Background: an optimization exercise with open tools, aiming at a short achievable clock period and few clock cycles. Do not read the settings as production practice.
At most, simulation tests tie the RTL to the original design; equivalence was not proved.
Only the layout flow was run in runs 4 to 7; the RTL was not checked for function there.
The clock cells of runs 4 to 7 come from the design's own scripts or RTL, not from TritonCTS.
The clock port is modelled as an ideal driver, which makes a skipped or thinned clock tree look cheaper than it is; a real chip needs a root buffer or a tree.
Power and IR drop assume default switching activity.

$ cat flow/config.mk
export PLATFORM = sky130hd
export DESIGN_NAME = mover
export DESIGN_NICKNAME = mover
export VERILOG_FILES = /design/flow/design.v
export SDC_FILE = /design/flow/constraint.sdc
export NUM_CORES = 4
export LEC_CHECK = 0
export CAP_MARGIN = 20
export CORE_AREA = 6 6 234 234
export DIE_AREA = 0 0 240 240
export SLEW_MARGIN = 20
$ cat flow/constraint.sdc
create_clock -name core_clock -period 5.0 [get_ports {ACLK}]
set_input_delay 1.0000 -clock core_clock [delete_from_list [all_inputs] [get_ports {ACLK}]]
set_output_delay 1.0000 -clock core_clock [all_outputs]
set_load 0.01 [all_outputs]
$ cat flow/design.v
module mover(
    input MOVE_START,
    input[7:0] MOVE_NUM,
    input[31:0] SOURCE_ADDR,
    input[31:0] DEST_ADDR,
    output MOVE_DONE,
    output reg RD_START,
    output reg [31:0] RD_ADDR,
    input[127:0] RD_DATA,
    input RD_DONE,
    output reg WR_START,
    output reg [31:0] WR_ADDR,
    output reg [127:0] WR_DATA,
    input WR_DONE,
    input ACLK,
    input ARESETN
);
    localparam integer CAP = 4;
    localparam integer N   = CAP;
    reg [127:0] mem [0:N-1];
    reg [N-1:0] wsel;           
    reg [N-1:0] rsel;           
    reg [2:0]   cnt;            
    reg         nonempty;       
    reg [2:0]   occ;            
    reg         occ_lt_cap;     
    reg [7:0]   rd_left;        
    reg         rd_left_nz;     
    reg         rd_ok;          
    reg         rd_busy;        
    reg         wr_busy;        
    reg [7:0]   wr_left;        
    reg         wr_last;        
    reg         wr_first;       
    reg         done_r;
    reg [31:4]  rd_addr_q;      
    reg [31:4]  wr_addr_q;      
    assign MOVE_DONE = done_r;
    reg [127:0] head;
    integer i;
    always @(*) begin
        head = 128'd0;
        for (i = 0; i < N; i = i + 1)
            head = head | (mem[i] & {128{rsel[i]}});
    end
    wire rd_go = MOVE_START | (rd_ok & (~rd_busy | RD_DONE));
    wire wr_go = (~wr_busy | WR_DONE) & (nonempty | RD_DONE);
    reg [2:0] occ_nx;
    reg       occ_lt_cap_nx;
    always @(*) begin
        case ({rd_go, wr_go})
            2'b10:   begin occ_nx = occ + 3'd1; occ_lt_cap_nx = (occ < CAP - 1); end
            2'b01:   begin occ_nx = occ - 3'd1; occ_lt_cap_nx = 1'b1; end
            default: begin occ_nx = occ;        occ_lt_cap_nx = occ_lt_cap; end
        endcase
    end
    reg [2:0] cnt_nx;
    reg       nonempty_nx;
    always @(*) begin
        case ({RD_DONE, wr_go})
            2'b10:   begin cnt_nx = cnt + 3'd1; nonempty_nx = 1'b1; end
            2'b01:   begin cnt_nx = cnt - 3'd1; nonempty_nx = (cnt != 3'd1); end
            default: begin cnt_nx = cnt;        nonempty_nx = nonempty; end
        endcase
    end
    wire [7:0]  rd_left_m1 = rd_left - 8'd1;
    wire [7:0]  wr_left_m1 = wr_left - 8'd1;
    wire [31:4] rd_addr_p1 = rd_addr_q + 28'd1;
    wire [31:4] wr_addr_p1 = wr_addr_q + 28'd1;
    always @(posedge ACLK) begin
        for (i = 0; i < N; i = i + 1)
            if (wsel[i] & RD_DONE) mem[i] <= RD_DATA;
        WR_DATA <= nonempty ? head : RD_DATA;
    end
    always @(posedge ACLK or negedge ARESETN) begin
        if (!ARESETN) begin
            RD_START   <= 1'b0;
            WR_START   <= 1'b0;
            done_r     <= 1'b0;
            wsel       <= {{(N-1){1'b0}}, 1'b1};
            rsel       <= {{(N-1){1'b0}}, 1'b1};
            cnt        <= 3'd0;
            nonempty   <= 1'b0;
            occ        <= 3'd0;
            occ_lt_cap <= 1'b1;
            rd_left    <= 8'd0;
            rd_left_nz <= 1'b0;
            rd_ok      <= 1'b0;
            rd_busy    <= 1'b0;
            wr_busy    <= 1'b0;
            wr_left    <= 8'd0;
            wr_last    <= 1'b0;
            wr_first   <= 1'b0;
            rd_addr_q  <= 28'd0;
            wr_addr_q  <= 28'd0;
        end else begin
            RD_START   <= rd_go;
            WR_START   <= wr_go;
            done_r     <= WR_DONE & wr_last;
            rd_busy    <= rd_go | (rd_busy & ~RD_DONE);
            wr_busy    <= wr_go | (wr_busy & ~WR_DONE);
            occ        <= occ_nx;
            occ_lt_cap <= occ_lt_cap_nx;
            cnt        <= cnt_nx;
            nonempty   <= nonempty_nx;
            if (MOVE_START) begin
                rd_left    <= MOVE_NUM - 8'd1;
                rd_left_nz <= (MOVE_NUM != 8'd1);
            end else if (rd_go) begin
                rd_left    <= rd_left_m1;
                rd_left_nz <= (rd_left != 8'd1);
            end
            rd_ok      <= rd_left_nz & (occ_lt_cap | wr_go);
            if (MOVE_START) begin
                wr_left <= MOVE_NUM;
                wr_last <= (MOVE_NUM == 8'd1);
            end else if (WR_DONE) begin
                wr_left <= wr_left_m1;
                wr_last <= (wr_left == 8'd2);
            end
            if (RD_DONE) wsel <= {wsel[N-2:0], wsel[N-1]};
            if (wr_go)   rsel <= {rsel[N-2:0], rsel[N-1]};
            if (MOVE_START)
                rd_addr_q <= SOURCE_ADDR[31:4];
            else if (rd_go)
                rd_addr_q <= rd_addr_p1;
            if (MOVE_START)
                wr_first <= 1'b1;
            else if (wr_go)
                wr_first <= 1'b0;
            if (MOVE_START)
                wr_addr_q <= DEST_ADDR[31:4];
            else if (wr_go & ~wr_first)
                wr_addr_q <= wr_addr_p1;
        end
    end
    always @(posedge ACLK) begin
        if (MOVE_START) begin
            RD_ADDR <= SOURCE_ADDR;
            WR_ADDR <= DEST_ADDR;
        end else begin
            if (rd_go) RD_ADDR[31:4] <= rd_addr_p1;
            if (wr_go & ~wr_first) WR_ADDR[31:4] <= wr_addr_p1;
        end
    end
endmodule
$ cat flow/run.sh
#!/bin/bash
# synth_recipe.tcl (not shown) runs the flow's synth.tcl, then flattens the netlist and writes it again
# the make line also repeats each setting of config.mk as NAME=value (left out here)
make -C /OpenROAD-flow-scripts/flow DESIGN_CONFIG=/design/flow/config.mk WORK_HOME=/design/flow/orfs CLKGATE_MAP_FILE= SYNTH_SCRIPT=/design/flow/synth_recipe.tcl finish
==> run notes, run 1 <==
outcome=complete, no violations; Post-Layout Cell Count=3144; Async SR Flop Fraction=0.121; min-delay worst type=reg2reg; critical path class=in2reg; Port-buffer cells=399; Hold WS=468 ps; final setup TNS=0 ps; grt ovf=0; Wirelength per Cell=22.8 microns; unrepaired setup endpoints after global routing=false; Core Region=51300 sq um; Routability Congestion=0.857; pin count of the biggest net entering global routing=101; Yosys reg bits=801; Max Cap Viol=0; crit path time final=3410 ps; hold_buf cts=0; Chip Height=240 microns; Lkg Pwr=12.4 nW; share of cells above drive strength 1=0.0952; Clock Pin Slew Worst Setup and Hold Paths=60 ps; fmax=293 MHz; DRC=0; placement row count=83; cts repair resizes=0; post-route cell area=37300 sq um; worst-case reg-to-reg path depth=5; Post-synth EDFFs=576; Vias/cell=5.87; Clock Latency Late Sink=620 ps; Longest Clk Path Bufs=3; synth cell count leaders=edfxtp_1 (576), a22oi_1 (256), nor2_1 (161); antenna violations before repair=22; Die ar.=57600 sq um; io pins=400; Worst EP required=5540 ps; Yosys warning total=2; CP Max Fanout=24; critical path cell sequence=clkdlybuf4s50_1, nand2b_1, and2_1, nor2_2, ha_1, inv_1, fa_1, xor2_1, nor2_1, xor2_1; Max H-tree Level=3; Startpoint Class=input pin; clk_skew=21.2 ps; Initial Util=0.584; via count=18460; sequential element share of the synthesized area=0.743; multi-input logic area=7160 sq um; area of the mapped netlist=30000 sq um; CTS Buf Count=81; clock tree sinks=801; Cells after Synth=1995; CTS tree=yes; Slew @ Worst Pin=1110 ps; WL final=71.6 mm; antenna viol nets, final=0; Most used DFF post-synth=edfxtp_1; WP data arrival=3950 ps; dpl cells=2979; clock root cell=clkbuf_16; Critical Path Slowest Stage Cell=clkdlybuf4s50_1; post-synth top area cell=edfxtp_1; Crit path top cell by count=xor2_1; Slew Limit Headroom=0.260; vias in the first global route=19043; synth unique cells=54; DRT iter0 DRCs=1449; period utilisation layout=0.682; final net count=2601; Area growth syn-to-layout=24.5%; worst hold path cell count=1; PwrDens=411 nW/um^2; most area-consuming cells after synthesis=edfxtp_1 (58%), dfxtp_1 (8.5%), dfrtp_1 (7.8%), a22oi_1 (6.4%), mux2_2 (2.7%); FILL cells=3353; setup bufs post-CTS=0; GRT Resource Usage Total=0.244; Mapped Nets=2214; Final Setup Violations=0; crit end category=flop; drt first pass iters=5; most common cell in the netlist=edfxtp_1; Max Slew Vio Count=0; placed inst area=34700 sq um; total area of sequential cells=22300 sq um; average size of a mapped cell=15.0 sq um; Fin. Hold Viols=0; Max VDD drop=0.345 mV; DP Wirelength=43.5 mm; crit-path max cell delay=560 ps; Die Span X=240 microns; first-pass GRT wire length=110 mm; post-synth top area share=0.577
-- power breakdown --
| part | switching, mW | internal (mW) | total, mW |
|---|---|---|---|
| combinational | 0.771 | 0.872 | 1.64 |
| sequential | 0.301 | 7.52 | 7.82 |
| clock | 2.46 | 3.43 | 5.88 |
| total | 3.53 | 11.8 | 15.3 |
-- cells by family after synthesis --
| family | count (synthesis) | synth area share |
|---|---|---|
| DFF | 801 | 0.743 |
| adders and majority gates | 14 | 0.00609 |
| muxes | 81 | 0.0302 |
| xor gates and xnor gates | 107 | 0.0313 |
| buffers and inverters | 144 | 0.0186 |
| and+or+nand+nor | 394 | 0.0646 |
| AOI/OAI and AO/OA | 454 | 0.106 |
-- critical path: cells and delay by family --
family,cells,cell delay [ps]
and+or+nand+nor,4,1350
xor gates and xnor gates,2,310
adders and majority gates,2,660
buffers and inverters,2,630
-- registers in the layout, summed over array words and instances, names as in the netlist, 3 cells and up --
register   cells
WR_DATA      128
wr_left        8
occ            3
rsel           4
wsel           4
RD_ADDR       32
rd_left        8
rd_addr_q     28
mem          512
wr_addr_q     28
WR_ADDR       32
cnt            3
-- path summary, 6_finish.rpt --
| kind | startpoint | end | slack (ps) |
|---|---|---|---|
| setup / recovery | RD_DONE | occ[2] | 1590 |
| hold / removal | cnt[2] | cnt[2] | 470 |
| setup reg to reg | nonempty | wr_addr_q[6] | 1910 |
| hold reg to reg | cnt[2] | cnt[2] | 470 |
| min in group asynchronous | ARESETN | RD_START | 480 |
| max in group asynchronous | ARESETN | wr_addr_q[19] | 3420 |
-- layout make-up --
| type | instances | area share |
|---|---|---|
| diodes | 16 | 0.00107 |
| flip-flops and latches | 801 | 0.598 |
| clock inverters | 27 | 0.00908 |
| inverters | 22 | 0.00221 |
| clock buffers | 122 | 0.0609 |
| multi-input cells | 1050 | 0.192 |
| repair buffers | 426 | 0.115 |
| well taps | 680 | 0.0228 |
-- per-stage QoR --
step | worst slack [ps] | power, mW | util
after floorplan | 548 | 8.61 | -
after detailed placement | 999 | 9.60 | 0.676
after global placement | 1080 | 9.56 | 0.676
after global routing | 1400 | 15.9 | 0.727
final | 1590 | 15.3 | 0.728
after CTS | 1640 | 15.5 | 0.727
-- routing by layer --
metal	track usage	part of all wire	vias to the layer above	wire [microns]
li1	-	-	8491	-
met1	0.323	0.40	9251	28800
met2	0.397	0.50	570	35500
met3	0.0638	0.073	134	5220
met4	0.0855	0.028	14	2030
met5	0	0.0011	-	82
-- cell usage in the layout (no fill, tap or decap), types with 13 or more instances in the layout --
cell type / n
dfrtp_1: 90
dfxtp_1: 128
nand2b_1: 13
nor2_1: 161
nand2_1: 70
a22oi_1: 256
clkbuf_1: 33
nor3_1: 17
clkbuf_16: 82
edfxtp_1: 576
ha_1: 13
o21ai_0: 31
diode_2: 16
clkdlybuf4s50_1: 397
o21a_1: 18
mux2_2: 72
a31oi_1: 128
nand4_1: 28
inv_1: 22
xor2_1: 31
buf_4: 21
xnor2_1: 76
nand3_1: 36
Testbench counts, summed over its fixed seeds: cycles 78,189.
==> run 2, diff against run 1 <==
--- a/flow/config.mk
+++ b/flow/config.mk
@@ -9,3 +9,4 @@
 export CORE_AREA = 6 6 234 234
 export DIE_AREA = 0 0 240 240
+export SETUP_SLACK_MARGIN = 3.3
 export SLEW_MARGIN = 20
==> run 2 against run 1 <==
Largest cell class unchanged. Synthesized cell count stayed put. Power up 4.1%. Maximum frequency up 56%. Die area unchanged. Still clean on timing, DRC and antenna. First-iteration DRC count grew 26%. Count of clock-buffer cells in the layout fell by 11. Sequential share of layout area shrank 3.5 points.
==> run notes, run 2 <==
outcome=complete, no violations; clock root cell=clkbuf_16; CTS Buf Count=80; pin count of the biggest net entering global routing=228; max FFs per register=512; Max Cap Viol=0; synth cell count leaders=edfxtp_1 (576), a22oi_1 (256), nor2_1 (161); Startpoint Class=flop; reg2reg end=rd_addr_q[22]; dpl cells=2980; Clock Latency Late Sink=620 ps; crit path time final=2190 ps; Post-Layout Cell Count=3285; via count=19731; Post-synth EDFFs=576; Yosys reg bits=801; worst-case reg-to-reg path depth=10; fmax=457 MHz; combinational share of power=0.132; Crit path max-delay family=flip-flops; drt first pass iters=5; unrepaired setup endpoints after global routing=true; Slew @ Worst Pin=772 ps; post-synth top area cell=edfxtp_1; Worst R2R Setup Slack=2900 ps; crit-path max cell delay=410 ps; Wirelength per Cell=24.7 microns; Util after Layout=0.779; Max H-tree Level=3; Die ar.=57600 sq um; average size of a mapped cell=15.0 sq um; hold_buf cts=0; min-delay worst type=in2async; most area-consuming cells after synthesis=edfxtp_1 (58%), dfxtp_1 (8.5%), dfrtp_1 (7.8%), a22oi_1 (6.4%), mux2_2 (2.7%); Area growth syn-to-layout=33.3%; antenna viol nets, final=0; final net count=2745; DRC=0; Initial Util=0.584; CP Max Fanout=1; Critical Path Slowest Stage Cell=edfxtp_1; synth unique cells=54; io pins=400; placement row count=83; WP data arrival=1190 ps; Chip Height=240 microns; DP Wirelength=43.4 mm; Levels on crit path=1; worst r2r src=rd_addr_q[5]; vias in the first global route=19775; Switching Fraction=0.239; Longest Clk Path Bufs=3; largest register by flop count=mem; Final Setup Violations=0; final setup TNS=0 ps; share of cells above drive strength 1=0.335; WL final=81.1 mm; Max Slew Vio Count=0; antenna violations before repair=20; area of the mapped netlist=30000 sq um; Cells after Synth=1995; Most used DFF post-synth=edfxtp_1; critical path cell sequence=buf_2; CTS tree=yes; Async SR Flop Fraction=0.121; Clk pwr share=0.377; first-pass GRT wire length=118 mm; grt ovf=0; period utilisation layout=0.437; Mapped Nets=2214; crit end category=output pin; Clock Pin Slew Worst Setup and Hold Paths=60 ps; WP buf/inv=1; post-route cell area=40000 sq um; sequential element share of the synthesized area=0.743; registers with the most flip-flops=mem (512), WR_DATA (128); internal power=12.2 mW; Lkg Pwr=14.1 nW; PwrDens=400 nW/um^2; Core Region=51300 sq um; post-synth top area share=0.577; most common cell in the netlist=edfxtp_1; Die Span X=240 microns; clock tree sinks=801; P_sw=3.81 mW; Port-buffer cells=399; Fin. Hold Viols=0; commonest non-fill, non-tap cell in the layout=edfxtp_1; Worst EP required=4000 ps; most frequent cells in the layout=edfxtp_1 (576), a22oi_1 (256), clkdlybuf4s50_1 (194), buf_6 (168), nor2_1 (147); clk_skew=24.7 ps; sequential power share=0.492; Yosys warning total=2; placed inst area=35000 sq um; Slew Limit Headroom=0.485; critical path class=reg2out; GRT Resource Usage Total=0.268; Vias/cell=6.01; Max VDD drop=0.334 mV; DRT iter0 DRCs=1821; Routability Congestion=0.848
==> run 2: per-stage QoR <==
stage,setup slack [ps],power [mW],hold slack [ps]
2_1_floorplan,2400,8.69,439
3_3_place_gp,1530,9.61,457
3_5_place_dp,1440,9.65,457
4_1_cts,2780,15.8,466
5_1_grt,2760,16.5,398
6_report,2810,16.0,376
==> run 2: how the worst max path moves through the flow <==
stage / from / endpoint
final: WR_ADDR[13] / WR_ADDR[13]
after global routing: WR_ADDR[13] / WR_ADDR[13]
after CTS: WR_ADDR[13] / WR_ADDR[13]
after detailed placement: RD_DONE / RD_ADDR[25]
after global placement: RD_DONE / RD_ADDR[26]
after floorplan: RD_DONE / occ[2]
==> run 2: metal layers <==
layer	track usage	wire length [microns]	part of all wire
met5	0	103	0.0013
met1	0.348	31400	0.39
met3	0.0729	6940	0.086
met2	0.443	40500	0.50
met4	0.0858	2110	0.026
==> run 2: area by class of cell <==
cell class              count  area [sq um]
flip-flops and latches    801         22500
fillers                  2955         11300
multi-input cells        1062          8230
repair buffers            559          5600
clock buffers             111          2280
well taps                 680           851
clock inverters            37           393
inverters                  22          86.3
diodes                     13          32.5
==> run 2: timing repair <==
item	in CTS	in global routing
gates cloned	14	4
resized for setup	1192	137
setup endpoints to repair	1034	423
pin swaps	87	64
setup buffers	101	25
==> run 2: logic make-up after synthesis <==
group / share of synthesized area
compound gates: 0.106
xor+xnor: 0.0313
fa+ha+maj: 0.00609
buf+inv: 0.0186
flops: 0.743
mux: 0.0302
simple gates: 0.0646
==> run 2: power by group through the flow <==
stage | Clock [mW] | Combinational, mW | Sequential (mW)
6_report | 6.01 | 2.11 | 7.85
5_1_grt | 6.38 | 2.24 | 7.88
4_1_cts | 6.09 | 1.92 | 7.82
3_5_place_dp | 0 | 1.73 | 7.92
3_3_place_gp | 0 | 1.69 | 7.92
2_1_floorplan | 0 | 0.736 | 7.95
==> run 3, diff against run 2 <==
==> flow/flow/run.sh (new file) <==
#!/bin/bash
# Layout: the standard flow (standard.sh), except that the clock tree is
# built by flow/clocktree.tcl, which ORFS's CTS step sources before its own
# clock_tree_synthesis call (PRE_CTS_TCL) and which stands in for it.
set -euo pipefail
export PRE_CTS_TCL="$PWD/flow/clocktree.tcl"
bash standard.sh finish > standard.log 2>&1
==> flow/flow/clocktree.tcl (new file) <==
# Clock tree for this design, built here in place of TritonCTS: the clock
# port drives a few inverters, each of which drives a group of leaf
# inverters, each of which drives the clock pins of a group of nearby
# registers. Two inverting levels, so the registers see the clock's own
# polarity; groups are made by recursive bisection of the register
# positions, so every register sits behind the same two cells.
if {![info exists ::ctree_l1]} { set ::ctree_l1 4 }
if {![info exists ::ctree_l2]} { set ::ctree_l2 32 }
if {![info exists ::ctree_l1_cell]} { set ::ctree_l1_cell sky130_fd_sc_hd__clkinv_16 }
if {![info exists ::ctree_l2_cell]} { set ::ctree_l2_cell sky130_fd_sc_hd__clkinv_8 }

proc ctree_split {items n} {
  # items: list of {x y iterm}; returns n groups (n a power of two)
  if {$n <= 1} { return [list $items] }
  set xs {}; set ys {}
  foreach it $items { lappend xs [lindex $it 0]; lappend ys [lindex $it 1] }
  set xs [lsort -integer $xs]; set ys [lsort -integer $ys]
  set dx [expr {[lindex $xs end] - [lindex $xs 0]}]
  set dy [expr {[lindex $ys end] - [lindex $ys 0]}]
  set k [expr {$dx >= $dy ? 0 : 1}]
  set sorted [lsort -integer -index $k $items]
  set h [expr {[llength $sorted] / 2}]
  set a [lrange $sorted 0 [expr {$h - 1}]]
  set b [lrange $sorted $h end]
  return [concat [ctree_split $a [expr {$n / 2}]] [ctree_split $b [expr {$n / 2}]]]
}

proc ctree_center {items} {
  set sx 0; set sy 0
  foreach it $items { set sx [expr {$sx + [lindex $it 0]}]; set sy [expr {$sy + [lindex $it 1]}] }
  set n [llength $items]
  return [list [expr {$sx / $n}] [expr {$sy / $n}]]
}

proc ctree_place {inst xy} {
  set m [$inst getMaster]
  set x [expr {[lindex $xy 0] - [$m getWidth] / 2}]
  set y [expr {[lindex $xy 1] - [$m getHeight] / 2}]
  $inst setLocation $x $y
  $inst setPlacementStatus PLACED
}

proc ctree_build {} {
  set db [ord::get_db]
  set block [ord::get_db_block]
  set clk_port [$block findBTerm ACLK]
  set clk_net [$clk_port getNet]
  set items {}
  foreach it [$clk_net getITerms] {
    set bb [[$it getInst] getBBox]
    lappend items [list [expr {([$bb xMin] + [$bb xMax]) / 2}] [expr {([$bb yMin] + [$bb yMax]) / 2}] $it]
  }
  puts "ctree: [llength $items] clock pins, $::ctree_l1 x [expr {$::ctree_l2 / $::ctree_l1}] leaf groups"
  set m1 [$db findMaster $::ctree_l1_cell]
  set m2 [$db findMaster $::ctree_l2_cell]
  set per [expr {$::ctree_l2 / $::ctree_l1}]
  set top [ctree_split $items $::ctree_l1]
  set j 0
  foreach g1 $top {
    set i1 [odb::dbInst_create $block $m1 "ctree_l1_$j"]
    set n1 [odb::dbNet_create $block "ctree_n1_$j"]
    $n1 setSigType CLOCK
    [$i1 findITerm A] connect $clk_net
    [$i1 findITerm Y] connect $n1
    set leaves [ctree_split $g1 $per]
    set centers {}
    set i 0
    foreach g2 $leaves {
      set name "${j}_$i"
      set i2 [odb::dbInst_create $block $m2 "ctree_l2_$name"]
      set n2 [odb::dbNet_create $block "ctree_n2_$name"]
      $n2 setSigType CLOCK
      [$i2 findITerm A] connect $n1
      [$i2 findITerm Y] connect $n2
      foreach it $g2 {
        set t [lindex $it 2]
        $t disconnect
        $t connect $n2
      }
      set c [ctree_center $g2]
      ctree_place $i2 $c
      lappend centers [list [lindex $c 0] [lindex $c 1] {}]
      incr i
    }
    ctree_place $i1 [ctree_center $centers]
    incr j
  }
}

ctree_build
set_propagated_clock [all_clocks]
# the tree above stands in for TritonCTS
proc clock_tree_synthesis {args} { puts "clock_tree_synthesis skipped: tree built by PRE_CTS_TCL" }
==> flow/standard.sh (new file) <==
#!/bin/bash
# synth_recipe.tcl (not shown) runs the flow's synth.tcl, then flattens the netlist and writes it again
# the make line also repeats each setting of config.mk as NAME=value (left out here)
make -C /OpenROAD-flow-scripts/flow DESIGN_CONFIG=/design/flow/config.mk WORK_HOME=/design/flow/orfs CLKGATE_MAP_FILE= SYNTH_SCRIPT=/design/flow/synth_recipe.tcl "${@:-finish}"
removed: flow/run.sh
==> run 3 against run 2 <==
The flow now stops in clock tree synthesis. Synthesized cell count is the same. Area after synthesis unchanged.
==> run notes, run 3 <==
outcome=stopped before the end; Halt Stage=clock tree synthesis; Error=[ERROR DPL-0038] Utilization greater than 100%, impossible to legalize; placed inst area=35000 sq um; dpl cells=2980; hold_buf cts=0; cts repair resizes=1585; sequential element share of the synthesized area=0.743; setup bufs post-CTS=202; Post-synth EDFFs=576; Synth Area in XOR/XNOR=0.0313; Port-buffer cells=399; Async SR Flop Fraction=0.121; Mapped Nets=2214; Initial Util=0.584; synth cell count leaders=edfxtp_1 (576), a22oi_1 (256), nor2_1 (161); Cells after Synth=1995; DP Wirelength=43.4 mm; largest family of logic cells by synthesized area=compound AO/OA/AOI/OAI gates; synth unique cells=54; dpl ws=1440 ps; Yosys warning total=2; compound-gate portion of the synthesized area=0.106; Most used DFF post-synth=edfxtp_1; Chip Height=240 microns; post-synth top area share=0.577; Routability Congestion=0.848; most area-consuming cells after synthesis=edfxtp_1 (58%), dfxtp_1 (8.5%), dfrtp_1 (7.8%), a22oi_1 (6.4%), mux2_2 (2.7%); average size of a mapped cell=15.0 sq um; Yosys reg bits=801; area of the mapped netlist=30000 sq um; mux share of post-synthesis cell area=0.0302; placement row count=83; Die Span X=240 microns; most common cell in the netlist=edfxtp_1; post-synth top area cell=edfxtp_1; io pins=400; simple-gate share of the synthesized area=0.0646; Adder-Cell Fraction of Synth Area=0.00609
-- run 3: power groups by stage --
stage,Sequential (mW),Combinational (mW),Clock (mW)
floorplan,7.95,0.736,0
global placement,7.92,1.69,0
detailed placement,7.92,1.73,0
-- run 3: worst max path at each step --
stage,start,endpoint,slack (ps)
floorplan,RD_DONE,occ[2],2400
global placement,RD_DONE,RD_ADDR[26],1530
detailed placement,RD_DONE,RD_ADDR[25],1440
-- run 3: kinds of logic after synthesis --
| group | Yosys count |
|---|---|
| xor gates and xnor gates | 107 |
| adders and majority gates | 14 |
| muxes | 81 |
| and+or+nand+nor | 394 |
| DFF | 801 |
| buffers and inverters | 144 |
| AOI/OAI and AO/OA | 454 |
==> run 4, diff against run 3 <==
==> flow/design.v (replaced) <==
module mover(
    input MOVE_START,
    input[7:0] MOVE_NUM,
    input[31:0] SOURCE_ADDR,
    input[31:0] DEST_ADDR,
    output MOVE_DONE,
    output reg RD_START,
    output reg [31:0] RD_ADDR,
    input[127:0] RD_DATA,
    input RD_DONE,
    output reg WR_START,
    output reg [31:0] WR_ADDR,
    output reg [127:0] WR_DATA,
    input WR_DONE,
    input ACLK,
    input ARESETN
);
    localparam integer CAP = 4;
    reg [127:0]   mem [0:CAP-1];
    reg [CAP-1:0] wsel;         
    reg [CAP-1:0] rsel;         
    reg [CAP-1:0] cnt;          
    reg [CAP-1:0] occ;          
    reg [7:0]     rd_left;      
    reg           rd_left_nz;   
    reg           rd_ok;        
    reg           rd_busy;      
    reg           wr_busy;      
    reg [7:0]     wr_left;      
    reg           wr_last;      
    reg           wr_done_d;    
    reg           rd_req;       
    reg           wr_req;       
    reg           done_r;
    reg [31:4]    rd_addr_q;    
    reg [31:4]    wr_addr_q;    
    assign MOVE_DONE = done_r;
    reg [127:0] head;
    integer i;
    always @(*) begin
        head = 128'd0;
        for (i = 0; i < CAP; i = i + 1)
            head = head | (mem[i] & {128{rsel[i]}});
    end
    wire nonempty = cnt[0];
    wire full     = cnt[CAP-1];
    wire rd_go = MOVE_START | (rd_ok & (~rd_busy | RD_DONE));
    wire wr_go = (~wr_busy | WR_DONE) & (nonempty | RD_DONE);
    wire [7:0]  wr_left_m1 = wr_left - 8'd1;
    wire [31:4] rd_addr_p1 = rd_addr_q + 28'd1;
    wire [31:4] wr_addr_p1 = wr_addr_q + 28'd1;
    always @(posedge ACLK) begin
        for (i = 0; i < CAP; i = i + 1)
            if (wsel[i] & ~full) mem[i] <= RD_DATA;
        WR_DATA <= nonempty ? head : RD_DATA;
    end
    always @(posedge ACLK or negedge ARESETN) begin
        if (!ARESETN) begin
            RD_START   <= 1'b0;
            WR_START   <= 1'b0;
            done_r     <= 1'b0;
            wsel       <= {{(CAP-1){1'b0}}, 1'b1};
            rsel       <= {{(CAP-1){1'b0}}, 1'b1};
            cnt        <= {CAP{1'b0}};
            occ        <= {CAP{1'b0}};
            rd_left    <= 8'd0;
            rd_left_nz <= 1'b0;
            rd_ok      <= 1'b0;
            rd_busy    <= 1'b0;
            wr_busy    <= 1'b0;
            wr_left    <= 8'd0;
            wr_last    <= 1'b0;
            wr_done_d  <= 1'b0;
            rd_addr_q  <= 28'd0;
            wr_addr_q  <= 28'd0;
        end else begin
            RD_START   <= rd_go;
            WR_START   <= wr_go;
            done_r     <= WR_DONE & wr_last;
            rd_busy    <= rd_go | (rd_busy & ~RD_DONE);
            wr_busy    <= wr_go | (wr_busy & ~WR_DONE);
            if (rd_go & ~wr_go)
                occ <= {occ[CAP-2:0], 1'b1};
            else if (wr_go & ~rd_go)
                occ <= {1'b0, occ[CAP-1:1]};
            if (RD_DONE & ~wr_go)
                cnt <= {cnt[CAP-2:0], 1'b1};
            else if (wr_go & ~RD_DONE)
                cnt <= {1'b0, cnt[CAP-1:1]};
            if (RD_DONE) wsel <= {wsel[CAP-2:0], wsel[CAP-1]};
            if (wr_go)   rsel <= {rsel[CAP-2:0], rsel[CAP-1]};
            if (MOVE_START) begin
                rd_left    <= MOVE_NUM - 8'd1;
                rd_left_nz <= (MOVE_NUM != 8'd1);
            end else if (rd_go) begin
                rd_left    <= rd_left - 8'd1;
                rd_left_nz <= (rd_left != 8'd1);
            end
            rd_ok      <= rd_left_nz & (~occ[CAP-1] | wr_go);
            wr_done_d  <= WR_DONE;
            if (MOVE_START) begin
                wr_left <= MOVE_NUM;
                wr_last <= (MOVE_NUM == 8'd1);
            end else if (wr_done_d) begin
                wr_left <= wr_left_m1;
                wr_last <= (wr_left == 8'd2);
            end
            if (MOVE_START)
                rd_addr_q <= SOURCE_ADDR[31:4];
            else if (rd_req)
                rd_addr_q <= rd_addr_p1;
            if (MOVE_START)
                wr_addr_q <= DEST_ADDR[31:4];
            else if (wr_req)
                wr_addr_q <= wr_addr_p1;
        end
    end
    always @(posedge ACLK) begin
        rd_req <= rd_go;
        wr_req <= wr_go;
    end
    always @(posedge ACLK) begin
        if (MOVE_START) begin
            RD_ADDR <= SOURCE_ADDR;
            WR_ADDR <= DEST_ADDR;
        end else begin
            if (rd_req) RD_ADDR[31:4] <= rd_addr_p1;
            if (wr_req) WR_ADDR[31:4] <= wr_addr_p1;
        end
    end
endmodule
--- a/flow/flow/clocktree.tcl
+++ b/flow/flow/clocktree.tcl
@@ -51,4 +51,5 @@
     lappend items [list [expr {([$bb xMin] + [$bb xMax]) / 2}] [expr {([$bb yMin] + [$bb yMax]) / 2}] $it]
   }
+  $clk_net setSigType CLOCK
   puts "ctree: [llength $items] clock pins, $::ctree_l1 x [expr {$::ctree_l2 / $::ctree_l1}] leaf groups"
   set m1 [$db findMaster $::ctree_l1_cell]
@@ -89,4 +90,12 @@
 
 ctree_build
+# the resizer must leave the tree as built
+foreach inst [[ord::get_db_block] getInsts] {
+  if {[string match ctree_* [$inst getName]]} { $inst setDoNotTouch 1 }
+}
+foreach net [[ord::get_db_block] getNets] {
+  if {[string match ctree_* [$net getName]]} { $net setDoNotTouch 1 }
+}
+[[[ord::get_db_block] findBTerm ACLK] getNet] setDoNotTouch 1
 set_propagated_clock [all_clocks]
 # the tree above stands in for TritonCTS
--- a/flow/config.mk
+++ b/flow/config.mk
@@ -7,6 +7,6 @@
 export LEC_CHECK = 0
 export CAP_MARGIN = 20
-export CORE_AREA = 6 6 234 234
-export DIE_AREA = 0 0 240 240
+export CORE_AREA = 6 6 254 254
+export DIE_AREA = 0 0 260 260
 export SETUP_SLACK_MARGIN = 3.3
 export SLEW_MARGIN = 20
==> run 4 against run 3 <==
Area after synthesis is 0.40% higher. Synthesized cell count is 2.8% higher. Now clean on timing, DRC and antenna.
==> run notes, run 4 <==
Max Cap Viol=0; Mapped Nets=2266; unrepaired setup endpoints after global routing=true; final net count=2803; Port-buffer cells=399; Lkg Pwr=13.6 nW; PwrDens=371 nW/um^2; Switching Fraction=0.308; Max Slew Vio Count=0; Clock Latency Late Sink=260 ps; Fin. Hold Viols=0; final setup TNS=0 ps; crit path time final=2220 ps; Yosys warning total=2; sequential element share of the synthesized area=0.742; Worst EP required=5190 ps; WL final=89.6 mm; synth unique cells=53; crit end category=flop; Die Span X=260 microns; combinational share of power=0.250; DRC=0; Yosys reg bits=803; DP Wirelength=45.1 mm; total area of sequential cells=22600 sq um; placed inst area=35000 sq um; Vias/cell=6.07; Area growth syn-to-layout=31.2%; Slew Limit Headroom=0.616; Async SR Flop Fraction=0.121; pin count of the biggest net entering global routing=89; most common cell in the netlist=edfxtp_1; CP Max Fanout=2; Post-Layout Cell Count=3378; first-pass GRT wire length=127 mm; sequential power share=0.580; drt first pass iters=5; average size of a mapped cell=14.7 sq um; Routability Congestion=0.879; vias in the first global route=20076; dpl cells=3112; share of cells above drive strength 1=0.341; min-delay worst type=reg2reg; grt ovf=0; antenna violations before repair=20; post-synth top area cell=edfxtp_1; Cells after Synth=2051; hold_buf cts=0; commonest non-fill, non-tap cell in the layout=edfxtp_1; Clock Pin Slew Worst Setup and Hold Paths=100 ps; FILL cells=4289; Worst Slack Setup Final=2780 ps; area of the mapped netlist=30100 sq um; GRT Resource Usage Total=0.243; Final Setup Violations=0; registers with the most flip-flops=mem (512), WR_DATA (128); critical path class=in2reg; Slew @ Worst Pin=576 ps; multi-input logic area=8740 sq um; largest register by flop count=mem; Chip Height=260 microns; period utilisation layout=0.443; most frequent cells in the layout=edfxtp_1 (576), a22oi_1 (256), clkdlybuf4s50_1 (178), buf_6 (167), nor2_1 (162); outcome=complete, no violations; Clk pwr share=0.170; Startpoint Class=input pin; Die ar.=67600 sq um; Initial Util=0.497; Max VDD drop=0.226 mV; Wirelength per Cell=26.5 microns; Most used DFF post-synth=edfxtp_1; Post-synth EDFFs=576; post-route cell area=39500 sq um; Worst R2R Setup Slack=3030 ps; synth cell count leaders=edfxtp_1 (576), a22oi_1 (256), nor2_1 (179); most area-consuming cells after synthesis=edfxtp_1 (57%), dfxtp_1 (8.6%), dfrtp_1 (7.9%), a22oi_1 (6.4%), a31oi_1 (2.9%); dpl ws=1910 ps; P_sw=4.51 mW; internal power=10.1 mW; clk_skew=28.1 ps; placement row count=90; Core Region=60600 sq um; antenna viol nets, final=0; max FFs per register=512; WP data arrival=2410 ps; DRT iter0 DRCs=1567; io pins=400; fmax=451 MHz; via count=20503; post-synth top area share=0.575
[run 4: area by class of cell]
cell class,count,area share
diodes,10,0.000634
inverters,53,0.0183
multi-input cells,1096,0.221
flip-flops and latches,803,0.571
well taps,782,0.0248
repair buffers,627,0.161
repair inverters,7,0.00276
[run 4: critical path, cell delays in order]
cell	delay, ps
buf_8	90
or4_4	540
or4_4	430
xor2_1	160
o211ai_1	180
[run 4: through the flow]
stage	power, mW	hold slack (ps)	utilization
floorplan	9.64	451	-
detailed placement	11.5	489	0.578
global placement	11.5	486	0.578
finish	14.6	507	0.652
global route	15.2	533	0.652
CTS	14.4	505	0.627
[run 4: path summary, 6_finish.rpt]
path | to | cells after the start | start
min | rd_ok | 1 | occ[3]
max in group asynchronous | rd_addr_q[5] | 2 | ARESETN
min reg2reg | rd_ok | 1 | occ[3]
max | rd_left[7] | 5 | MOVE_NUM[4]
min in group asynchronous | rd_addr_q[26] | 1 | ARESETN
max reg2reg | RD_ADDR[31] | 4 | rd_addr_q[23]
[run 4: what timing repair did]
action,CTS,global route
resized for setup,1327,201
buffers inserted,123,72
endpoints found under the setup margin,1072,425
gates cloned,23,2
pin swaps,88,87
[run 4: cell families (layout without fill, tap and decap cells)]
kind of cell             count (synthesis)  after routing  share of synthesized area
adder cells (fa/ha/maj)                 10             10                    0.00416
AND/OR/NAND/NOR                        448            452                     0.0731
buffers and inverters                  156            687                     0.0205
XOR/XNOR                                67             67                     0.0195
other                                    0             10                          0
flip-flops                             803            803                      0.742
multiplexers                            65             65                     0.0239
AO/OA/AOI/OAI                          502            502                      0.117
[run 4: power by group through the flow]
stage                     Sequential, mW  Combinational (mW)  Clock (mW)
after global placement              8.50                3.00           0
final                               8.49                3.66        2.49
after CTS                           8.46                3.39        2.56
after floorplan                     8.54                1.10           0
after global routing                8.55                3.90        2.80
after detailed placement            8.50                3.03           0
[run 4: layer usage]
layer | global-route usage | vias up | wire length (microns)
met1 | 0.323 | 10387 | 35300
met4 | 0.0494 | 20 | 2430
met2 | 0.412 | 841 | 44400
met3 | 0.0575 | 191 | 7400
li1 | - | 9064 | -
met5 | 0 | - | 137
==> run 5, diff against run 4 <==
--- a/flow/config.mk
+++ b/flow/config.mk
@@ -7,6 +7,7 @@
 export LEC_CHECK = 0
 export CAP_MARGIN = 20
-export CORE_AREA = 6 6 254 254
-export DIE_AREA = 0 0 260 260
+export CORE_AREA = 6 6 234 234
+export DIE_AREA = 0 0 240 240
 export SETUP_SLACK_MARGIN = 3.3
 export SLEW_MARGIN = 20
+export TNS_END_PERCENT = 10
==> run 5 against run 4 <==
Maximum frequency increased by 1.3%. Core utilization increased by 9.3 points. Clock skew increased by 2.2 ps. Area after synthesis unchanged. Register-to-register slack got worse by 120 ps. Still clean. Sequential share of layout area increased by 1.6 points. Power decreased by 2.6%.
==> run notes, run 5 <==
antenna violations before repair=14; drt first pass iters=6; Startpoint Class=input pin; critical path cell sequence=buf_8, or4_4, or4_4, xor2_1, o211ai_1; Die ar.=57600 sq um; registers with the most flip-flops=mem (512), WR_DATA (128); post-synth top area share=0.575; final setup TNS=0 ps; worst hold path cell count=1; DRC=0; clk_skew=30.3 ps; Fin. Hold Viols=0; Util after Layout=0.744; GRT Resource Usage Total=0.258; CP Max Fanout=2; Clock Latency Late Sink=260 ps; sequential power share=0.582; most area-consuming cells after synthesis=edfxtp_1 (57%), dfxtp_1 (8.6%), dfrtp_1 (7.9%), a22oi_1 (6.4%), a31oi_1 (2.9%); area of the mapped netlist=30100 sq um; Hold Crit Start=occ[3]; combinational share of power=0.247; reg2reg end=RD_ADDR[31]; WL final=83.8 mm; fmax=457 MHz; Slew @ Worst Pin=783 ps; Most used DFF post-synth=edfxtp_1; Port-buffer cells=399; synth unique cells=53; max FFs per register=512; Yosys reg bits=803; worst-case reg-to-reg path depth=4; DRT iter0 DRCs=2092; Clock Pin Slew Worst Setup and Hold Paths=100 ps; Hold Path End=rd_ok; most frequent cells in the layout=edfxtp_1 (576), clkdlybuf4s50_1 (317), a22oi_1 (256), nor2_1 (168), a31oi_1 (139); sequential element share of the synthesized area=0.742; min-delay worst type=reg2reg; Die Span X=240 microns; period utilisation layout=0.438; Chip Height=240 microns; Wirelength per Cell=26.0 microns; antenna viol nets, final=0; io pins=400; Vias/cell=6.32; Slew Limit Headroom=0.478; WP data arrival=2370 ps; Routability Congestion=0.854; average size of a mapped cell=14.7 sq um; outcome=complete, no violations; share of cells above drive strength 1=0.183; crit path time final=2190 ps; WP buf/inv=1; post-synth top area cell=edfxtp_1; dpl cells=3016; largest register by flop count=mem; Mapped Nets=2266; Lkg Pwr=13.0 nW; Yosys warning total=2; Hold WS=507 ps; Final Setup Violations=0; Max VDD drop=0.226 mV; Area growth syn-to-layout=26.9%; final net count=2749; Post-synth EDFFs=576; Clk pwr share=0.171; DP Wirelength=45.0 mm; worst r2r src=rd_addr_q[26]; vias in the first global route=19599; Pwr Total=14.3 mW; Crit path top cell by count=or4_4; synth cell count leaders=edfxtp_1 (576), a22oi_1 (256), nor2_1 (179); critical path class=in2reg; Max Slew Vio Count=0; Critical Path Slowest Stage Cell=or4_4; unrepaired setup endpoints after global routing=true; Core Region=51300 sq um; commonest non-fill, non-tap cell in the layout=edfxtp_1; crit end category=flop; Max Cap Viol=0; via count=20347; crit-path max cell delay=530 ps; PwrDens=373 nW/um^2; internal power=9.97 mW; Worst EP required=5180 ps; Async SR Flop Fraction=0.121; Initial Util=0.587; first-pass GRT wire length=117 mm; Post-Layout Cell Count=3221; grt ovf=0; placement row count=83; Crit path max-delay family=simple AND/OR/NAND/NOR gates; Cells after Synth=2051; Worst R2R Setup Slack=2910 ps; P_sw=4.29 mW; Switching Fraction=0.301; pin count of the biggest net entering global routing=98; most common cell in the netlist=edfxtp_1
-- run 5: cell counts after synthesis --
Identical to the previous run, type by type.
-- run 5: area by class of cell --
cell class	count	area [sq um]
fillers	3204	13100
repair buffers	581	6200
inverters	53	721
flip-flops and latches	803	22400
diodes	9	22.5
well taps	680	851
multi-input cells	1095	7990
-- run 5: power by group through the flow --
stage	registers [mW]	clock network, mW	logic [mW]
after floorplan	8.54	0	1.02
after global placement	8.46	0	2.92
after detailed placement	8.47	0	2.97
after CTS	8.28	2.49	3.34
after global routing	8.37	2.77	3.73
final	8.30	2.44	3.52
-- run 5: timing repair --
| action | in CTS | in global routing |
|---|---|---|
| endpoints found under the setup margin | 519 | 842 |
| gates resized for setup | 144 | 287 |
| buffers inserted | 47 | 96 |
| pin swaps | 20 | 57 |
| cloned | 13 | 4 |
| hold buffers | 0 | 0 |
-- run 5: cell families (layout without fill, tap and decap cells) --
logic type | after synthesis | in the layout | share of synthesized area
mux | 65 | 65 | 0.0239
fa+ha+maj | 10 | 10 | 0.00416
compound gates | 502 | 502 | 0.117
other cells | 0 | 9 | 0
flops | 803 | 803 | 0.742
buf+inv | 156 | 634 | 0.0205
simple gates | 448 | 451 | 0.0731
xor+xnor | 67 | 67 | 0.0195
-- run 5: through the flow --
| step | setup WS [ps] | cell area (sq um) |
|---|---|---|
| finish | 2810 | 38200 |
| global placement | 2080 | 34700 |
| global route | 2790 | 38200 |
| floorplan | 2120 | 30100 |
| CTS | 2740 | 36500 |
| detailed placement | 2040 | 34700 |
-- run 5: layer usage --
metal  vias up  GRT usage  routed length (microns)
li1       8957          -                        -
met5         -          0                       92
met1     10244      0.353                    32400
met2       952      0.429                    41000
met3       180     0.0627                     7740
met4        14     0.0520                     2500
-- run 5: how the worst max path moves through the flow --
| stage | from | to | slack [ps] | depth (start not counted) |
|---|---|---|---|---|
| 2_1_floorplan | wsel[0] | mem[0][0] | 2120 | 1 |
| 3_3_place_gp | RD_DONE | occ[2] | 2080 | 7 |
| 3_5_place_dp | RD_DONE | occ[0] | 2040 | 7 |
| 4_1_cts | MOVE_NUM[4] | rd_left[7] | 2740 | 5 |
| 5_1_grt | MOVE_NUM[5] | rd_left[7] | 2790 | 5 |
| 6_report | MOVE_NUM[5] | rd_left[7] | 2810 | 5 |
==> run 6, diff against run 5 <==
--- a/flow/design.v
+++ b/flow/design.v
@@ -23,10 +23,9 @@
     reg [CAP-1:0] occ;          
     reg [7:0]     rd_left;      
-    reg           rd_left_nz;   
+    reg           rd_first;     
     reg           rd_ok;        
     reg           rd_busy;      
     reg           wr_busy;      
     reg [7:0]     wr_left;      
-    reg           wr_last;      
     reg           wr_done_d;    
     reg           rd_req;       
@@ -47,7 +46,19 @@
     wire rd_go = MOVE_START | (rd_ok & (~rd_busy | RD_DONE));
     wire wr_go = (~wr_busy | WR_DONE) & (nonempty | RD_DONE);
-    wire [7:0]  wr_left_m1 = wr_left - 8'd1;
-    wire [31:4] rd_addr_p1 = rd_addr_q + 28'd1;
-    wire [31:4] wr_addr_p1 = wr_addr_q + 28'd1;
+    function [27:0] inc28(input [27:0] a);
+        integer k;
+        reg c;
+        begin
+            c = 1'b1;
+            for (k = 0; k < 28; k = k + 1) begin
+                inc28[k] = a[k] ^ c;
+                c = c & a[k];
+            end
+        end
+    endfunction
+    wire [31:4] rd_addr_p1 = inc28(rd_addr_q);
+    wire [31:4] wr_addr_p1 = inc28(wr_addr_q);
+    wire rd_more = rd_first ? (rd_left[7:1] != 7'd0) : (rd_left != 8'd0);
+    wire wr_last = (wr_left == 8'd1);
     always @(posedge ACLK) begin
         for (i = 0; i < CAP; i = i + 1)
@@ -65,10 +76,9 @@
             occ        <= {CAP{1'b0}};
             rd_left    <= 8'd0;
-            rd_left_nz <= 1'b0;
+            rd_first   <= 1'b0;
             rd_ok      <= 1'b0;
             rd_busy    <= 1'b0;
             wr_busy    <= 1'b0;
             wr_left    <= 8'd0;
-            wr_last    <= 1'b0;
             wr_done_d  <= 1'b0;
             rd_addr_q  <= 28'd0;
@@ -90,20 +100,15 @@
             if (RD_DONE) wsel <= {wsel[CAP-2:0], wsel[CAP-1]};
             if (wr_go)   rsel <= {rsel[CAP-2:0], rsel[CAP-1]};
-            if (MOVE_START) begin
-                rd_left    <= MOVE_NUM - 8'd1;
-                rd_left_nz <= (MOVE_NUM != 8'd1);
-            end else if (rd_go) begin
-                rd_left    <= rd_left - 8'd1;
-                rd_left_nz <= (rd_left != 8'd1);
-            end
-            rd_ok      <= rd_left_nz & (~occ[CAP-1] | wr_go);
+            rd_first   <= MOVE_START;
+            if (MOVE_START)
+                rd_left <= MOVE_NUM;
+            else if (rd_go | rd_first)
+                rd_left <= rd_left - 8'd1;
+            rd_ok      <= rd_more & (~occ[CAP-1] | wr_go);
             wr_done_d  <= WR_DONE;
-            if (MOVE_START) begin
+            if (MOVE_START)
                 wr_left <= MOVE_NUM;
-                wr_last <= (MOVE_NUM == 8'd1);
-            end else if (wr_done_d) begin
-                wr_left <= wr_left_m1;
-                wr_last <= (wr_left == 8'd2);
-            end
+            else if (wr_done_d)
+                wr_left <= wr_left - 8'd1;
             if (MOVE_START)
                 rd_addr_q <= SOURCE_ADDR[31:4];
--- a/flow/config.mk
+++ b/flow/config.mk
@@ -11,3 +11,2 @@
 export SETUP_SLACK_MARGIN = 3.3
 export SLEW_MARGIN = 20
-export TNS_END_PERCENT = 10
==> run 6 against run 5 <==
Now fails the layout checks on setup timing. Sequential share of layout area increased by 3.6 points. Cell count down 13%. Critical path depth is 23 higher. Setup slack lost 3000 ps. Die area is the same.
==> run notes, run 6 <==
DP Wirelength=38.7 mm; sequential element share of the synthesized area=0.773; Clk pwr share=0.166; Worst Slack Setup Final=-163 ps; compound-gate portion of the synthesized area=0.102; vias in the first global route=16751; CP Max Fanout=2; largest register by flop count=mem; Hold Crit Start=wr_left[7]; crit-path max cell delay=400 ps; post-synth top area cell=edfxtp_1; most common cell in the netlist=edfxtp_1; fmax=194 MHz; most frequent cells in the layout=edfxtp_1 (576), a22oi_1 (256), clkdlybuf4s50_1 (197), nor2_1 (135), buf_6 (131); Die ar.=57600 sq um; antenna viol nets, final=0; Async SR Flop Fraction=0.120; worst r2r src=rd_addr_q[4]; P_sw=4.28 mW; FILL cells=3368; largest family of logic cells by synthesized area=compound AO/OA/AOI/OAI gates; Hold WS=459 ps; Core Region=51300 sq um; Mapped Nets=1988; max FFs per register=512; Clock Latency Late Sink=260 ps; final net count=2392; Crit path top cell by count=ha_4; average size of a mapped cell=16.7 sq um; Wirelength per Cell=25.7 microns; io pins=400; DRC=0; Clock Pin Slew Worst Setup and Hold Paths=100 ps; grt ovf=0; post-synth top area share=0.599; Synth Area in XOR/XNOR=0.00364; Worst Setup SP=rd_addr_q[4]; GRT Resource Usage Total=0.233; clk_skew=21.3 ps; min-delay worst type=reg2reg; unrepaired setup endpoints after global routing=true; Critical Path Slowest Stage Cell=dfrtp_1; commonest non-fill, non-tap cell in the layout=edfxtp_1; simple-gate share of the synthesized area=0.0307; Lkg Pwr=12.5 nW; hold_buf cts=0; WL final=72.2 mm; Switching Fraction=0.295; Util after Layout=0.704; dpl ws=-225 ps; registers with the most flip-flops=mem (512), WR_DATA (128); Startpoint Class=flop; period utilisation layout=1.03; drt first pass iters=5; Port-buffer cells=399; Worst EP required=5150 ps; via count=16844; Max Cap Viol=0; mux share of post-synthesis cell area=0.0490; PwrDens=403 nW/um^2; Post-synth EDFFs=576; Chip Height=240 microns; synth unique cells=46; sequential power share=0.594; Max Slew Vio Count=0; DRT iter0 DRCs=1162; combinational share of power=0.240; internal power=10.2 mW; area of the mapped netlist=28900 sq um; placement row count=83; Initial Util=0.563; share of cells above drive strength 1=0.294; Routability Congestion=0.771; Fin. Hold Viols=0; Yosys warning total=2; antenna violations before repair=14; layout check failures=setup timing; WP data arrival=5320 ps; Most used DFF post-synth=edfxtp_1; Slew Limit Headroom=0.551; Die Span X=240 microns; synth cell count leaders=edfxtp_1 (576), a22oi_1 (256), nor2_1 (135); crit end category=flop; final setup TNS=-431 ps; pin count of the biggest net entering global routing=114; Adder-Cell Fraction of Synth Area=0.0247; outcome=failed layout checks; most area-consuming cells after synthesis=edfxtp_1 (60%), dfxtp_1 (9.0%), dfrtp_1 (8.1%), a22oi_1 (6.7%), mux2_2 (3.8%); Area growth syn-to-layout=25.0%; critical path class=reg2reg; first-pass GRT wire length=104 mm; Final Setup Violations=6; Cells after Synth=1726; Pwr Total=14.5 mW; Yosys reg bits=802; crit path time final=5160 ps; Vias/cell=5.98; Max VDD drop=0.235 mV; Slew @ Worst Pin=673 ps
run 6: logic make-up after synthesis:
logic type      Yosys count
buf+inv                 109
compound gates          418
simple gates            208
mux                     120
fa+ha+maj                57
xor+xnor                 12
flops                   802
run 6: critical path, delay by kind of cell (launching register included):
family / cells / cell delay, ps
fa+ha+maj: 26 / 4110
flops: 1 / 400
mux: 2 / 520
run 6: power by group through the flow:
| stage | clock network, mW | logic (mW) | registers [mW] |
|---|---|---|---|
| final | 2.41 | 3.48 | 8.64 |
| after detailed placement | 0 | 3.23 | 8.61 |
| after global placement | 0 | 3.19 | 8.59 |
| after floorplan | 0 | 1.16 | 8.71 |
| after CTS | 2.49 | 3.47 | 8.51 |
| after global routing | 2.73 | 3.72 | 8.71 |
run 6: metrics by stage:
stage	cells	instance area, sq um
after floorplan	1726	29800
after global placement	2722	34300
after detailed placement	2722	34300
after CTS	2784	35600
after global routing	2812	36100
final	2816	36100
run 6: final cells by class:
cell class	instances	area, sq um	share of cell area
well taps	680	851	0.0236
flip-flops and latches	802	22500	0.623
diodes	8	20.0	0.000555
inverters	42	663	0.0184
repair buffers	466	4830	0.134
multi-input cells	818	7250	0.201
run 6: path summary, 6_finish.rpt:
path | slack [ps] | cells after the start | to
min in group asynchronous | 710 | 1 | wr_left[3]
setup / recovery | -160 | 28 | rd_addr_q[30]
max in group asynchronous | 3480 | 2 | wsel[0]
hold reg to reg | 460 | 1 | done_r
setup reg to reg | -160 | 28 | rd_addr_q[30]
hold / removal | 460 | 1 | done_r
run 6: timing repair:
item / CTS / global route
resized for setup: 373 / 651
setup endpoints to repair: 939 / 664
pin swaps: 58 / 7
cloned: 5 / 8
buffers inserted: 21 / 16
run 6: layer usage:
layer  up-vias  routed length (microns)  global-route usage
met5         -                       82                   0
met4        12                     1410              0.0454
met3        85                     5060              0.0387
met2       571                    35600               0.384
met1      8626                    30100               0.333
li1       7550                        -                   -
==> run 7, diff against run 6 <==
--- a/flow/config.mk
+++ b/flow/config.mk
@@ -7,6 +7,6 @@
 export LEC_CHECK = 0
 export CAP_MARGIN = 20
-export CORE_AREA = 6 6 234 234
-export DIE_AREA = 0 0 240 240
+export CORE_AREA = 6 6 254 254
+export DIE_AREA = 0 0 260 260
 export SETUP_SLACK_MARGIN = 3.3
 export SLEW_MARGIN = 20
==> run 7 against run 6 <==
The layout still fails its checks (setup timing). Cell area grew 1.7%. First-iteration DRC count shrank 1.9%. Critical path depth is the same. Die area grew 17%. Clock power grew 2%. Sequential power shrank 1%. Sequential cell count is the same. Via count shrank 0.72%. Worst hold slack gained 21 ps. Clock skew grew 4.9 ps. Critical path type unchanged. Critical endpoint unchanged. Largest cell class unchanged.
==> run notes, run 7 <==
crit-path max cell delay=400 ps; antenna viol nets, final=0; Die Span X=260 microns; met3 GRT Util=0.0491; synth unique cells=46; WL final=74.5 mm; most common cell in the netlist=edfxtp_1; final net count=2414; fmax=194 MHz; first-pass GRT wire length=108 mm; Crit path top cell by count=ha_4; Initial Util=0.476; Chip Height=260 microns; Max Cap Viol=0; Max VDD drop=0.284 mV; Clock Latency Late Sink=260 ps; crit path time final=5160 ps; Vias/cell=5.69; average size of a mapped cell=16.7 sq um; Startpoint Class=flop; Max Slew Vio Count=0; hold_buf cts=0; Wirelength per Cell=25.4 microns; largest register by flop count=mem; DRT iter0 DRCs=1140; GRT Resource Usage Total=0.205; Yosys warning total=2; commonest non-fill, non-tap cell in the layout=edfxtp_1; DP Wirelength=40.7 mm; Port-buffer cells=399; Fin. Hold Viols=0; antenna violations before repair=21; Worst EP required=5170 ps; grt ovf=0; critical path class=reg2reg; crit end category=flop; drt first pass iters=5; synth cell count leaders=edfxtp_1 (576), a22oi_1 (256), nor2_1 (135); period utilisation layout=1.03; post-synth top area cell=edfxtp_1; unrepaired setup endpoints after global routing=true; io pins=400; DRC=0; most area-consuming cells after synthesis=edfxtp_1 (60%), dfxtp_1 (9.0%), dfrtp_1 (8.1%), a22oi_1 (6.7%), mux2_2 (3.8%); sequential element share of the synthesized area=0.773; M1 GR Usage=0.282; Post-synth EDFFs=576; placement row count=90; Post-Layout Cell Count=2939; Most used DFF post-synth=edfxtp_1; Cells after Synth=1726; post-synth top area share=0.599; dpl ws=-225 ps; WP data arrival=5320 ps; CP Max Fanout=2; grt met2 use=0.342; gr busiest metal=met2; Critical Path Slowest Stage Cell=dfrtp_1; area of the mapped netlist=28900 sq um; Async SR Flop Fraction=0.120; Routability Congestion=0.747; Slew @ Worst Pin=782 ps; max FFs per register=512; vias in the first global route=16815; pin count of the biggest net entering global routing=170; Area growth syn-to-layout=27.1%; Clock Pin Slew Worst Setup and Hold Paths=100 ps; Lkg Pwr=12.7 nW; share of cells above drive strength 1=0.301; via count=16723; Worst Slack Setup Final=-158 ps; outcome=failed layout checks; Yosys reg bits=802; Mapped Nets=1988; Final Setup Violations=7; Slew Limit Headroom=0.479; min-delay worst type=reg2reg; dpl cells=2827; Core Region=60600 sq um; PwrDens=396 nW/um^2; clk_skew=26.2 ps; Die ar.=67600 sq um; most frequent cells in the layout=edfxtp_1 (576), a22oi_1 (256), clkdlybuf4s50_1 (191), buf_6 (153), nor2_1 (135); registers with the most flip-flops=mem (512), WR_DATA (128); FILL cells=4510; layout check failures=setup timing
run 7: per-layer routing:
| layer | share of wire | routed length, microns |
|---|---|---|
| met1 | 0.43 | 31800 |
| met2 | 0.49 | 36600 |
| met3 | 0.065 | 4850 |
| met4 | 0.016 | 1160 |
| met5 | 0.0023 | 168 |
run 7: report_power, final:
| group | internal (mW) | switching (mW) | leakage [nW] | total (mW) |
|---|---|---|---|---|
| Sequential | 8.04 | 0.509 | 7.48 | 8.55 |
| Combinational | 1.91 | 1.62 | 4.98 | 3.53 |
| Clock | 0.324 | 2.12 | 0.266 | 2.45 |
run 7: critical path, delay by kind of cell, from the launching register on:
family,cells,cell delay (ps)
muxes,2,520
DFF,1,400
adders and majority gates,26,4090
run 7: cell families (layout without fill, tap and decap cells):
family          after synthesis  in the layout  synth area share
buf+inv                     109            531            0.0169
mux                         120            120            0.0490
fa+ha+maj                    57             57            0.0247
other cells                   0              7                 0
xor+xnor                     12             12           0.00364
flops                       802            802             0.773
compound gates              418            418             0.102
simple gates                208            210            0.0307
run 7: per-stage QoR:
stage	power (mW)	utilization	setup TNS (ps)	cell area [sq um]	hold WS, ps
2_1_floorplan	9.88	-	-165	29800	427
3_3_place_gp	11.8	0.569	-842	34400	465
3_5_place_dp	11.9	0.569	-1140	34400	462
4_1_cts	14.4	0.594	-523	36000	489
5_1_grt	15.2	0.606	-1200	36700	496
6_report	14.5	0.606	-471	36700	480
run 7: worst paths after layout:
path                               from             to  slack, ps  cells past startpoint
max                        rd_addr_q[4]  rd_addr_q[30]       -160                     28
min                          wr_left[7]         done_r        480                      1
max reg2reg                rd_addr_q[4]  rd_addr_q[30]       -160                     28
min reg2reg                  wr_left[7]         done_r        480                      1
max in group asynchronous       ARESETN  wr_addr_q[16]       3500                      2
min in group asynchronous       ARESETN  rd_addr_q[27]        720                      1
run 7: area by class of cell:
type | instances | area (sq um) | share of cell area
inverter | 42 | 663 | 0.0181
sequential | 802 | 22500 | 0.612
tap | 782 | 978 | 0.0267
multi-input combinational | 817 | 7210 | 0.197
antenna | 7 | 17.5 | 0.000477
timing repair buffer | 489 | 5360 | 0.146
run 7: timing repair:
action | CTS | global route
buffers inserted | 19 | 29
pin swaps | 57 | 4
cloned | 11 | 10
endpoints found under the setup margin | 988 | 558
gates resized for setup | 378 | 710

## re-timing with driven ports
The results above use ideal ports. As a check the final layouts listed here were re-extracted and re-timed, cells and wires unchanged. Step 1 assumes that a clkbuf_16 drives the clock port and a buf_2 every other input. Step 2 also shifts input and output timing later by t, the mid clock arrival at the registers, as if the neighbouring blocks saw the same clock. Three values: ideal ports, drivers, drivers and shift; two values: the first two.
run | t (ns) | setup slack, ns | hold slack, ns | worst data-port slew with drivers (ns)
run 1 | 0.675 | 1.590 / 1.589 / 0.913 | 0.468 / 0.449 / 0.468 | 0.11
run 2 | 0.669 | 2.814 / 2.754 / 2.329 | 0.376 / 0.358 / 0.468 | 0.14
run 4 | 0.510 | 2.783 / 2.852 / 2.481 | 0.507 / 0.480 / 0.507 | 0.23
run 5 | 0.502 | 2.812 / 2.571 / 2.518 | 0.507 / 0.508 / 0.508 | 0.11
run 6 | 0.497 | -0.163 / -0.164 / -0.164 | 0.459 / 0.459 / 0.459 | 0.15
run 7 | 0.506 | -0.158 / -0.158 / -0.158 | 0.480 / 0.481 / 0.481 | 0.22
For run 1, which loses most, drivers alone change the setup slack by -0.001 ns; drivers and shift together by -0.677 ns.
